This is an optimization exercise on Yosys and OpenROAD, whose aim is small area, not a production implementation. At most, simulation tests tie the RTL to the original design; equivalence was not proved.

==> inputs of v14 <==
Design acdma_top, start of the top module:
module acdma_top (
  input  logic         clk,
  input  logic         rst,
  input  logic [127:0] data_in,
  output logic [127:0] decoded_out
);
clock: 4.0 ns
lec_check: 0
cap_margin: 20
core_margin: 2
core_utilization: 40
place_density: 0.6
slew_margin: 20
synth_hierarchical: 1
synth_minimum_keep_size: 0
standard.sh (not shown) runs the stock make flow with config.mk's settings and CLKGATE_MAP_FILE= SYNTH_SCRIPT=/design/flow/synth_recipe.tcl, a recipe that flattens the netlist after the stock synthesis.
==> flow/flow/run.sh <==
#!/bin/bash
# The standard layout, with the smallest buffer on every input and output port
# instead of the flow's default choice, and clock tree synthesis without dummy
# loads and with smaller clock buffers.  make's output goes to flow_make.log.
set -euo pipefail
export BUFFER_PORTS_ARGS="-buffer_cell sky130_fd_sc_hd__buf_1"
export CTS_ARGS="-sink_clustering_enable -repair_clock_nets -dont_use_dummy_load -buf_list {sky130_fd_sc_hd__clkbuf_4 sky130_fd_sc_hd__clkbuf_8}"
bash standard.sh > flow_make.log 2>&1
==> v18: changes against v14 <==
--- a/flow/design.v
+++ b/flow/design.v
@@ -48,35 +48,35 @@
   input  logic [127:0] data_in,
   output logic [127:0] decoded_out
 );
   logic [15:1] chip;
   wire  [15:0] chipx = {chip, 1'b0};
   wire  [3:0]  ph = ~{chip[8], chip[4], chip[2], chip[1]};
   wire  [3:0]  nn = ~(ph + 4'h1);
   always_ff @(posedge clk) begin
-    if (rst) chip <= 15'd0;
+    if (rst) {chip[12], chip[8], chip[4], chip[3], chip[2], chip[1]} <= 6'd0;
     else begin
       chip[1] <= nn[0];
       chip[2] <= nn[1];
       chip[3] <= nn[0] ^ nn[1];
       chip[4] <= nn[2];
-      chip[5] <= nn[0] ^ nn[2];
-      chip[6] <= nn[1] ^ nn[2];
-      chip[7] <= nn[0] ^ nn[1] ^ nn[2];
       chip[8] <= nn[3];
-      chip[9] <= nn[0] ^ nn[3];
-      chip[10] <= nn[1] ^ nn[3];
-      chip[11] <= nn[0] ^ nn[1] ^ nn[3];
       chip[12] <= nn[2] ^ nn[3];
-      chip[13] <= nn[0] ^ nn[2] ^ nn[3];
-      chip[14] <= nn[1] ^ nn[2] ^ nn[3];
-      chip[15] <= nn[0] ^ nn[1] ^ nn[2] ^ nn[3];
     end
   end
+  assign chip[5] = chip[1] ^ chip[4];
+  assign chip[6] = chip[2] ^ chip[4];
+  assign chip[7] = chip[3] ^ chip[4];
+  assign chip[9] = chip[1] ^ chip[8];
+  assign chip[10] = chip[2] ^ chip[8];
+  assign chip[11] = chip[3] ^ chip[8];
+  assign chip[13] = chip[1] ^ chip[12];
+  assign chip[14] = chip[2] ^ chip[12];
+  assign chip[15] = chip[3] ^ chip[12];
   logic [127:0] w;
   assign w[7:0] = {~(data_in[7] ^ chipx[0]), data_in[6:0] ^ {7{chipx[0]}}};
   assign w[15:8] = {~(data_in[15] ^ chipx[1]), data_in[14:8] ^ {7{chipx[1]}}};
   assign w[23:16] = {~(data_in[23] ^ chipx[2]), data_in[22:16] ^ {7{chipx[2]}}};
   assign w[31:24] = {~(data_in[31] ^ chipx[3]), data_in[30:24] ^ {7{chipx[3]}}};
   assign w[39:32] = {~(data_in[39] ^ chipx[4]), data_in[38:32] ^ {7{chipx[4]}}};
   assign w[47:40] = {~(data_in[47] ^ chipx[5]), data_in[46:40] ^ {7{chipx[5]}}};
   assign w[55:48] = {~(data_in[55] ^ chipx[6]), data_in[54:48] ^ {7{chipx[6]}}};
==> flow/flow/run.sh (replaced) <==
#!/bin/bash
# The standard layout, with the smallest buffer on every input and output port
# instead of the flow's default choice, and clock tree synthesis without dummy
# loads and with smaller clock buffers.  make's output goes to flow_make.log.
set -euo pipefail
export BUFFER_PORTS_ARGS="-buffer_cell sky130_fd_sc_hd__buf_1"
export CTS_ARGS="-sink_clustering_enable -repair_clock_nets -dont_use_dummy_load -buf_list {sky130_fd_sc_hd__clkbuf_8 sky130_fd_sc_hd__clkbuf_16} -sink_clustering_size 30 -sink_clustering_max_diameter 100"
bash standard.sh > flow_make.log 2>&1
GPL_TIMING_DRIVEN = 0   (was unset)
==> results_dict.tcl <==
set metrics [dict create \
    numCtsBuffers 49 \
    worst_pin_slew_ns 0.707 \
    setup_slack_ns 0.115 \
    clockRootBuffer "clkbuf_8" \
    vias 8153 \
    status "no timing/DRC/antenna violations" \
    synth_common_cells "dfxtp_1, fa_1, xor2_1" \
    track_usage_pct 16.4 \
    yosys_warnings 10 \
    place.gp.congestion 0.888 \
    min_delay_worst_endpoint "ring[8][1]$_DFF_P_" \
    whs_ns 0.312 \
    final_cell_mix "dfxtp_1, buf_1, xor2_1" \
]
Source of the figures above: v14

==> results_dict.tcl <==
set metrics [dict create \
    whs_ns 0.334 \
    clockRootBuffer "clkbuf_16" \
    worst_pin_slew_ns 0.812 \
    synth_common_cells "dfxtp_1, fa_1, buf_4" \
    violatedChecks "setup timing" \
    vias 8295 \
    min_delay_worst_endpoint "ring[12][1]$_DFF_P_" \
    setup_slack_ns -0.0158 \
    finalSetupViolCount 2 \
    yosys_warnings 19 \
    status "failed layout checks" \
]
Source of the figures above: v18

The RTL of v14 was laid out without a check of its function.

==> what the ideal ports hide <==
Ports are ideal in the flow. The routed layouts listed here were re-timed in OpenROAD.
Step 1: set_driving_cell puts a clkbuf_16 on clk and a buf_2 on each other input, an assumption about the parent block.
Step 2, shift: input delay + t, output delay - t, t = (earliest + latest rising clock arrival at the registers) / 2. This alone moves slack from input paths to output paths.
Slacks: no drivers / after step 1 / after step 2; pairs: no drivers / after step 1.
run	t, ns	setup WS [ns]	worst slew at a driven data input, ns	pins driven straight from the clock port
v14	0.573	0.115 / 0.115 / 0.115	0.05	1
v18	0.524	-0.016 / -0.016 / -0.016	0.04	1
